Background: an optimization exercise with open tools, aiming at a short achievable clock period and few clock cycles per item. Do not read the settings as production practice. Function was checked by simulation only, so behaviour that the tests miss may differ from the original. Power and IR drop assume default switching activity.

==> 05-09 <==
// rv32_pipe_cpu
module rv32_pipe_cpu(
    input clk,
    input rst_n,
    output [31:0] imem_addr,
    input  [31:0] imem_rdata,
    output [31:0] dmem_addr,
    output [31:0] dmem_wdata,
    output        dmem_we,
    input  [31:0] dmem_rdata,
    output        debug_wb_have_inst,
    output [31:0] debug_wb_pc,
    output        debug_wb_ena,
    output [4:0]  debug_wb_reg,
    output [31:0] debug_wb_value
);
export LEC_CHECK = 0
export ABC_CLOCK_PERIOD_IN_PS = 2500
export CAP_MARGIN = 20
export CORE_MARGIN = 2
export CORE_UTILIZATION = 55
export CTS_CLUSTER_DIAMETER = 80
export CTS_CLUSTER_SIZE = 20
export GPL_TIMING_DRIVEN = 1
export SLEW_MARGIN = 20
create_clock -name core_clock -period 10.0 [get_ports {clk}]
standard.sh (not shown) runs the stock make flow with config.mk's settings and CLKGATE_MAP_FILE= SYNTH_SCRIPT=/design/flow/synth_recipe.tcl, a recipe that flattens the netlist after the stock synthesis.
==> flow/flow/run.sh <==
#!/bin/bash
# The standard layout (standard.sh) with the settings in env.sh:
# environment variables, and make variables in MAKE_ARGS.
set -euo pipefail
MAKE_ARGS=()
source flow/env.sh
bash standard.sh "${MAKE_ARGS[@]}" finish > standard.log 2>&1
Other scripts of this flow, unchanged in this note and not shown: flow/flow/env.sh
==> inputs of 05-19, as changes to 05-09 <==
--- a/flow/design.v
+++ b/flow/design.v
@@ -19,31 +19,31 @@
     localparam OP_SW   = 7'b0100011;
     localparam OP_BR   = 7'b1100011;
     localparam OP_JAL  = 7'b1101111;
     localparam OP_JALR = 7'b1100111;
     localparam OP_LUI  = 7'b0110111;
     reg  [31:0] pc;
     reg  [31:0] fetch_addr;          
+    reg  [11:2] pc_tag;              
     reg         id_valid;
     reg  [31:0] id_pc;
     reg  [31:0] id_inst;
     reg  [31:0] id_rs1_oh;           
-    reg  [31:0] id_rs2_oh;
-    reg         id_rs1_one;          
+    reg  [31:0] id_rs2_oh;           
+    reg  [31:0] id_rs1_ohn;          
+    reg  [31:0] id_rs2_ohn;          
     reg         id_pred;             
     reg         ex_valid;
     reg  [31:0] ex_pc;
     reg  [31:0] ex_pc4;
     reg  [4:0]  ex_rd;
     reg         ex_rf_we;
     reg         ex_is_load;
     reg         ex_is_store;
     reg         ex_is_branch;
-    reg         ex_lp;               
-    reg  [4:0]  ex_rs;
     reg         ex_is_jal;
     reg         ex_is_addi;
     reg         ex_is_jalr;
     reg         ex_jal_far;          
     reg         ex_br_lt;            
     reg         ex_br_inv;           
     reg         ex_m_always;         
@@ -53,15 +53,14 @@
     reg         ex_sub;
     reg         ex_sra;
     reg  [7:0]  ex_rsel;             
     reg  [31:0] ex_a;                
     reg  [31:0] ex_b;                
     reg  [31:0] ex_sd;               
     reg  [31:0] ex_target;           
-    reg         ex_redir_t;          
     reg         ex_m_late;           
     reg  [31:0] ex_pnpc;             
     reg         mem_valid;
     reg  [31:0] mem_pc;
     reg  [4:0]  mem_rd;
     reg         mem_rf_we;
     reg         mem_is_load;
@@ -70,16 +69,14 @@
     reg  [31:0] mem_sd;
     reg         mem_btb_upd;         
     reg         mem_btb_ins;         
     reg         mem_is_branch;
     reg  [31:0] mem_target;          
     reg  [31:0] mem_pc4;
     reg         mem_taken;
-    reg         mem_lp;              
-    reg  [4:0]  mem_rs;
     reg  [31:0] mem_jr_tgt;          
     reg         mem_is_jalr;
     reg         mem_jr_redirect;     
     reg         mem_we;              
     reg  [31:0] mem_addr_q;          
     reg         wb_valid;
     reg  [31:0] wb_pc;
@@ -91,18 +88,14 @@
     reg  [4:0]  dbg_reg;
     reg  [31:0] dbg_val;
     reg  [31:0] rf [1:31];
     reg  [7:0]  btb_v;
     reg  [9:0]  btb_tag [0:7];
     reg  [9:0]  btb_tgt [0:7];
     reg  [1:0]  btb_ctr [0:7];
-    reg  [7:0]  btb_lp;              
-    reg  [4:0]  btb_rs  [0:7];       
-    reg  [31:1] rf_is_one;
-    reg         wb_is_one;
     reg  [2:0]  btb_ptr;             
     function [31:0] ks_add;
         input [31:0] a;
         input [31:0] b;
         input        cin;
         reg   [31:0] g, p, gn, pn;
         integer      i, d;
@@ -154,18 +147,31 @@
                     l[i] = l[i + w] | (e[i + w] & l[i]);
                     e[i] = e[i + w] & e[i];
                 end
             end
             lt32 = l[0];
         end
     endfunction
+    reg         f_pred;
+    reg  [9:0]  f_tgt;
+    integer j;
+    always @(*) begin
+        f_pred = 1'b0;
+        f_tgt  = 10'd0;
+        for (j = 0; j < 8; j = j + 1) begin
+            if (btb_v[j] && btb_tag[j] == pc_tag && btb_ctr[j][1]) begin
+                f_pred = 1'b1;
+                f_tgt  = f_tgt | btb_tgt[j];
+            end
+        end
+    end
+    wire [31:0] f_pc4     = inc4(pc);
+    wire [31:0] f_npc     = f_pred ? {pc[31:12], f_tgt, 2'b00} : f_pc4;
     assign imem_addr = fetch_addr;
     wire [31:0] f_rs1_oh = 32'd1 << imem_rdata[19:15];
-    wire        f_rs1_one = (wb_valid && wb_rf_we && wb_rd == imem_rdata[19:15]) ?
-                            wb_is_one : |(f_rs1_oh[31:1] & rf_is_one);
     wire [31:0] f_rs2_oh = 32'd1 << imem_rdata[24:20];
     wire [6:0]  d_op  = id_inst[6:0];
     wire [4:0]  d_rd  = id_inst[11:7];
     wire [2:0]  d_f3  = id_inst[14:12];
     wire [4:0]  d_rs1 = id_inst[19:15];
     wire [4:0]  d_rs2 = id_inst[24:20];
     wire d_r    = (d_op == OP_R);
@@ -193,61 +199,34 @@
     wire        d_jal_far = d_jal && (d_immJ != 32'd4);
     reg  [31:0] d_rf1, d_rf2;
     integer k;
     always @(*) begin
         d_rf1 = 32'd0;
         d_rf2 = 32'd0;
         for (k = 1; k < 32; k = k + 1) begin
-            d_rf1 = d_rf1 | ({32{id_rs1_oh[k]}} & rf[k]);
-            d_rf2 = d_rf2 | ({32{id_rs2_oh[k]}} & rf[k]);
+            d_rf1 = d_rf1 | ({{16{!id_rs1_ohn[k]}}, {16{id_rs1_oh[k]}}} & rf[k]);
+            d_rf2 = d_rf2 | ({{16{!id_rs2_ohn[k]}}, {16{id_rs2_oh[k]}}} & rf[k]);
         end
     end
     wire d_e1 = ex_valid  && ex_rf_we  && (ex_rd  == d_rs1);
     wire d_e2 = ex_valid  && ex_rf_we  && (ex_rd  == d_rs2);
     wire d_m1 = mem_valid && mem_rf_we && (mem_rd == d_rs1);
     wire d_m2 = mem_valid && mem_rf_we && (mem_rd == d_rs2);
     wire d_w1 = wb_valid  && wb_rf_we  && (wb_rd  == d_rs1);
     wire d_w2 = wb_valid  && wb_rf_we  && (wb_rd  == d_rs2);
     wire d_stall = id_valid && ex_valid && ex_is_load &&
                    ((d_use1 && d_e1) || (d_use2 && d_e2));
-    wire d_rs1_one = d_m1 ? (!mem_is_load && mem_alu == 32'd1) :
-                     d_w1 ? wb_is_one : id_rs1_one;
-    wire d_exit    = id_valid && d_i && (d_f3 == 3'b000) && d_wr &&
-                     (id_inst[31:20] == 12'hfff) && !d_e1 && d_rs1_one;
-    reg         f_pred;
-    reg         f_take;
-    reg  [9:0]  f_tgt;
-    integer j;
-    always @(*) begin
-        f_pred = 1'b0;
-        f_take = 1'b0;
-        f_tgt  = 10'd0;
-        for (j = 0; j < 8; j = j + 1) begin
-            if (btb_v[j] && btb_tag[j] == pc[11:2] && btb_ctr[j][1]) begin
-                f_pred = 1'b1;
-                f_tgt  = f_tgt | btb_tgt[j];
-                if (!(btb_lp[j] && btb_rs[j] == d_rd && d_exit))
-                    f_take = 1'b1;
-            end
-        end
-    end
-    wire [31:0] f_pc4     = inc4(pc);
-    wire [31:0] f_npc     = f_take ? {pc[31:12], f_tgt, 2'b00} : f_pc4;
     wire x_addi_zero = ((ex_a ^ ex_b) == {ex_a[30:0] | ex_b[30:0], 1'b0});
     wire d_fused     = d_br && (d_f3[2:1] == 2'b00) && (d_rs2 == 5'd0) &&
                        ex_valid && ex_is_addi && ex_rf_we && (ex_rd == d_rs1);
     wire d_fz_taken  = d_f3[0] ^ x_addi_zero;
     wire d_redir_seq = d_fused && !d_fz_taken;       
-    wire d_br_redirect = id_valid && !d_stall &&
+    wire d_redirect  = id_valid && !d_stall &&
                        (d_fused ? (d_fz_taken != id_pred)
                                 : (!id_pred && (d_jal_far || (d_br && id_inst[31]))));
-    wire        d_jr_fuse = d_jalr && ex_valid && ex_is_jal && ex_rf_we && (ex_rd == d_rs1);
-    wire [31:0] d_jr_tgt  = ks_add(ex_pc4, d_immI, 1'b0);
-    wire        d_jr_redirect = id_valid && d_jr_fuse && !id_pred;
-    wire        d_redirect    = d_br_redirect || d_jr_redirect;
     wire d_alu  = d_r | d_i;
     wire d_add  = (d_alu && d_f3 == 3'b000) | d_lw | d_sw;
     wire d_sub  = d_r && d_f3 == 3'b000 && id_inst[30];
     wire [7:0] d_rsel = {
         d_jal | d_jalr,                       
         d_lui,                                
         d_alu && d_f3 == 3'b101,              
@@ -293,44 +272,43 @@
     wire [31:0] d_v1 = d_e1 ? x_res : d_m1 ? m_val : d_w1 ? wb_val : d_rf1;
     wire [31:0] d_v2 = d_e2 ? x_res : d_m2 ? m_val : d_w2 ? wb_val : d_rf2;
     assign debug_wb_have_inst = dbg_have;
     assign debug_wb_pc        = wb_pc;
     assign debug_wb_ena       = dbg_ena;
     assign debug_wb_reg       = dbg_reg;
     assign debug_wb_value     = dbg_val;
-    wire [31:0] pc_id = d_stall       ? pc :
-                        d_jr_redirect ? d_jr_tgt :
-                        d_br_redirect ? (d_redir_seq ? d_pc4 : d_target) : f_npc;
+    wire [31:0] pc_id = d_stall    ? pc :
+                        d_redirect ? (d_redir_seq ? d_pc4 : d_target) : f_npc;
     wire [31:0] pc_n = mem_jr_redirect ? (mem_is_jalr ? mem_jr_tgt :
-                                          mem_taken   ? mem_target : mem_pc4) :
-                       x_mispredict    ? (ex_redir_t ? ex_target : ex_pc4) : pc_id;
+                                          mem_taken   ? mem_target : mem_pc4) : pc_id;
     always @(posedge clk or negedge rst_n) begin
         if (!rst_n)  pc <= 32'hffff_fffc;
         else         pc <= pc_n;
     end
     always @(posedge clk) begin
         fetch_addr <= rst_n ? pc_n : 32'hffff_fffc;
+        pc_tag     <= pc_n[11:2];
+    end
+    always @(posedge clk) begin
+        id_rs1_oh  <= d_stall ?  (32'd1 << d_rs1) :  f_rs1_oh;
+        id_rs2_oh  <= d_stall ?  (32'd1 << d_rs2) :  f_rs2_oh;
+        id_rs1_ohn <= d_stall ? ~(32'd1 << d_rs1) : ~f_rs1_oh;
+        id_rs2_ohn <= d_stall ? ~(32'd1 << d_rs2) : ~f_rs2_oh;
     end
     always @(posedge clk or negedge rst_n) begin
         if (!rst_n)                           id_valid <= 1'b0;
         else if (mem_jr_redirect || x_mispredict || x_jr_wrong || d_redirect)
                                               id_valid <= 1'b0;
         else if (!d_stall)                    id_valid <= 1'b1;
     end
     always @(posedge clk) begin
-        if (d_stall) begin
-            if (d_w1) id_rs1_one <= wb_is_one;
-        end
         if (!d_stall) begin
             id_pc      <= pc;
             id_inst    <= imem_rdata;
-            id_rs1_oh  <= f_rs1_oh;
-            id_rs1_one <= f_rs1_one;
-            id_rs2_oh  <= f_rs2_oh;
-            id_pred    <= f_take;
+            id_pred    <= f_pred;
         end
     end
     always @(posedge clk or negedge rst_n) begin
         if (!rst_n)                          ex_valid <= 1'b0;
         else if (x_mispredict || x_jr_wrong || d_stall)
                                              ex_valid <= 1'b0;
         else                                 ex_valid <= id_valid;
@@ -347,40 +325,37 @@
         ex_pc        <= id_pc;
         ex_pc4       <= d_pc4;
         ex_rd        <= d_rd;
         ex_rf_we     <= d_wr;
         ex_is_load   <= d_lw;
         ex_is_store  <= d_sw;
         ex_is_branch <= d_br;
-        ex_lp        <= (d_f3 == 3'b001) && (d_rs2 == 5'd0);
-        ex_rs        <= d_rs1;
         ex_is_jal    <= d_jal;
         ex_is_addi   <= d_i && (d_f3 == 3'b000);
         ex_is_jalr   <= d_jalr;
         ex_jal_far   <= d_jal_far;
         ex_br_lt     <= d_f3[2];
         ex_br_inv    <= d_f3[0];
         ex_sub       <= d_sub;
         ex_sra       <= id_inst[30];
         ex_rsel      <= d_rsel;
         ex_a         <= d_v1;
         ex_b         <= d_use_imm ? d_imm : d_sub ? ~d_v2 : d_v2;
         ex_sd        <= d_v2;
         ex_target    <= d_target;
-        ex_redir_t   <= d_jal || (d_br && !(d_redirect ? !d_redir_seq : id_pred));
-        ex_pnpc      <= d_jr_redirect ? d_jr_tgt : pc;
+        ex_pnpc      <= pc;
     end
     always @(posedge clk or negedge rst_n) begin
         if (!rst_n) begin
             mem_valid       <= 1'b0;
             mem_jr_redirect <= 1'b0;
             mem_alu         <= 32'd0;
         end else begin
             mem_valid       <= ex_valid;
-            mem_jr_redirect <= x_jr_wrong;
+            mem_jr_redirect <= x_jr_wrong || x_mispredict;
             mem_alu         <= x_res;
         end
     end
     always @(posedge clk) begin
         mem_we     <= rst_n && ex_valid && ex_is_store;
         mem_addr_q <= x_res;
     end
@@ -393,32 +368,28 @@
         mem_sd        <= ex_sd;
         mem_btb_upd   <= ex_is_branch | ex_is_jal | ex_is_jalr;
         mem_btb_ins   <= (ex_is_branch && x_cond) || ex_jal_far || ex_is_jalr;
         mem_is_branch <= ex_is_branch;
         mem_target    <= ex_target;
         mem_pc4       <= ex_pc4;
         mem_taken     <= x_taken;
-        mem_lp        <= ex_is_branch && ex_lp;
-        mem_rs        <= ex_rs;
         mem_jr_tgt    <= x_sum;
         mem_is_jalr   <= ex_is_jalr;
     end
     always @(posedge clk or negedge rst_n) begin
         if (!rst_n) begin
             wb_valid <= 1'b0;
             wb_rd    <= 5'd0;
             wb_rf_we <= 1'b0;
             wb_val   <= 32'd0;
-            wb_is_one <= 1'b0;
         end else begin
             wb_valid <= mem_valid;
             wb_rd    <= mem_rd;
             wb_rf_we <= mem_rf_we;
             wb_val   <= m_val;
-            wb_is_one <= (m_val == 32'd1);
         end
     end
     always @(posedge clk) begin
         wb_pc    <= mem_pc;
         dbg_have <= rst_n && mem_valid;
         dbg_ena  <= mem_rf_we;
         dbg_reg  <= mem_rd;
@@ -429,20 +400,14 @@
         for (gi = 1; gi < 32; gi = gi + 1) begin : g_rf
             always @(posedge clk or negedge rst_n) begin
                 if (!rst_n)
                     rf[gi] <= 32'd0;
                 else if (wb_valid && wb_rf_we && (wb_rd == gi))
                     rf[gi] <= wb_val;
             end
-            always @(posedge clk or negedge rst_n) begin
-                if (!rst_n)
-                    rf_is_one[gi] <= 1'b0;
-                else if (wb_valid && wb_rf_we && (wb_rd == gi))
-                    rf_is_one[gi] <= wb_is_one;
-            end
         end
     endgenerate
     reg        m_hit;
     reg  [2:0] m_hidx;
     integer    q;
     always @(*) begin
         m_hit  = 1'b0;
@@ -469,16 +434,14 @@
                 else if (m_btb_ins && m_widx == gi)
                     btb_v[gi] <= 1'b1;
             end
             always @(posedge clk) begin
                 if (m_btb_ins && m_widx == gi) begin
                     btb_tag[gi] <= mem_pc[11:2];
                     btb_tgt[gi] <= mem_is_jalr ? mem_jr_tgt[11:2] : mem_target[11:2];
-                    btb_lp[gi]  <= mem_lp;
-                    btb_rs[gi]  <= mem_rs;
                     btb_ctr[gi] <= (m_hit && btb_ctr[gi] != 2'b11) ? btb_ctr[gi] + 2'd1 : 2'b11;
                 end else if (m_btb_dec && m_widx == gi) begin
                     btb_ctr[gi] <= (btb_ctr[gi] == 2'b00) ? 2'b00 : btb_ctr[gi] - 2'd1;
                 end
             end
         end
     endgenerate
==> flow/config.mk (replaced) <==
export PLATFORM = sky130hd
export DESIGN_NAME = rv32_pipe_cpu
export DESIGN_NICKNAME = rv32_pipe_cpu
export VERILOG_FILES = /design/flow/design.v
export SDC_FILE = /design/flow/constraint.sdc
export NUM_CORES = 8
export LEC_CHECK = 0
export ABC_CLOCK_PERIOD_IN_PS = 2500
export CAP_MARGIN = 30
export CORE_MARGIN = 2
export CORE_UTILIZATION = 55
export CTS_CLUSTER_DIAMETER = 80
export CTS_CLUSTER_SIZE = 20
export GPL_TIMING_DRIVEN = 1
export PLACE_DENSITY = 0.75
export SLEW_MARGIN = 30
==> run notes <==
Against 05-09, the critical path depth of 05-19 is lower by 2. Against 05-09, the design area of 05-19 is lower by 7.1%. Against 05-09, the register-to-register slack of 05-19 is better by 0.16 ns. Of 05-19 and 05-09, 05-09 has the higher clock skew (gap 0.0071 ns). Between 05-19 and 05-09, the lower final cell count is in 05-19 (gap 8.0%, measured against 05-09). Against 05-09, the power of 05-19 is higher by about 0.36%. Between 05-09 and 05-19, the lower non-clock buffer count is in 05-19 (gap 252). Against 05-09, the flip-flop and latch count of 05-19 is lower by 22.
==> figures <==
                                                                                     05-09                    05-19
Clock net power                                                                    5870 uW                  5840 uW
Endpoint of the most critical register-to-register path                     fetch_addr[20]           fetch_addr[30]
RePlAce Congestion                                                                    1.05                     1.03
Clock power share                                                                    27.2%                    26.9%
Outcome                                                            complete, no violations  complete, no violations
First-pass GRT wire length                                                       710000 um                631000 um
Setup slack at placement                                                           4.46 ns                  5.50 ns
Area share of and/or/nand/nor cells after synthesis                                  12.5%                    10.6%
Post-Syn Area per Cell                                                          10.5 sq um               10.8 sq um
Slew HR                                                                              12.3%                    21.8%
Wl on met1                                                                       174000 um                152000 um
Die outline area                                                              192000 sq um             182000 sq um
Share of the synthesized area in compound gates (AO/OA/AOI/OAI)                      15.1%                    16.0%
Mean routed wirelength per cell                                                    40.2 um                  38.9 um
Share of synthesized flip-flops with an asynchronous set or reset                    55.4%                    54.4%
R2r startpoint                                                                    ex_a[28]                 id_pc[1]
Clock Sinks                                                                           2063                     2041
Testbench counts of 05-09, summed over its fixed seeds: cycles 28,017, instrs 26,430.
Testbench counts of 05-19, summed over its fixed seeds: cycles 29,016, instrs 26,430.

-- separate check: timing with driven ports --
The results above use ideal ports. As a check the final layouts listed here were re-extracted and re-timed, cells and wires unchanged.
Step 1 assumes that a clkbuf_16 drives the clock port and a buf_2 every other input.
Step 2 times the ports against the registers' clock, not the clock port: input delays grow and output delays shrink by t, the midpoint of the rising clock arrivals with the driver on.
Three values: ideal, step 1, step 2; two values: the first two.
run | shift t [ns] | setup slack, ns | clock arrival spread, ns | worst register clock-pin slew, ns | pins driven straight from the clock port
05-09 | 0.928 | 6.440 / 6.440 / 5.781 | 0.062 / 0.061 | 0.10 / 0.10 | 1
05-19 | 0.925 | 6.596 / 6.549 / 5.930 | 0.055 / 0.055 | 0.10 / 0.10 | 1
After both steps setup and hold are still met in every run listed. For 05-19, which loses most, drivers alone change the setup slack by -0.047 ns; drivers and shift together by -0.666 ns.
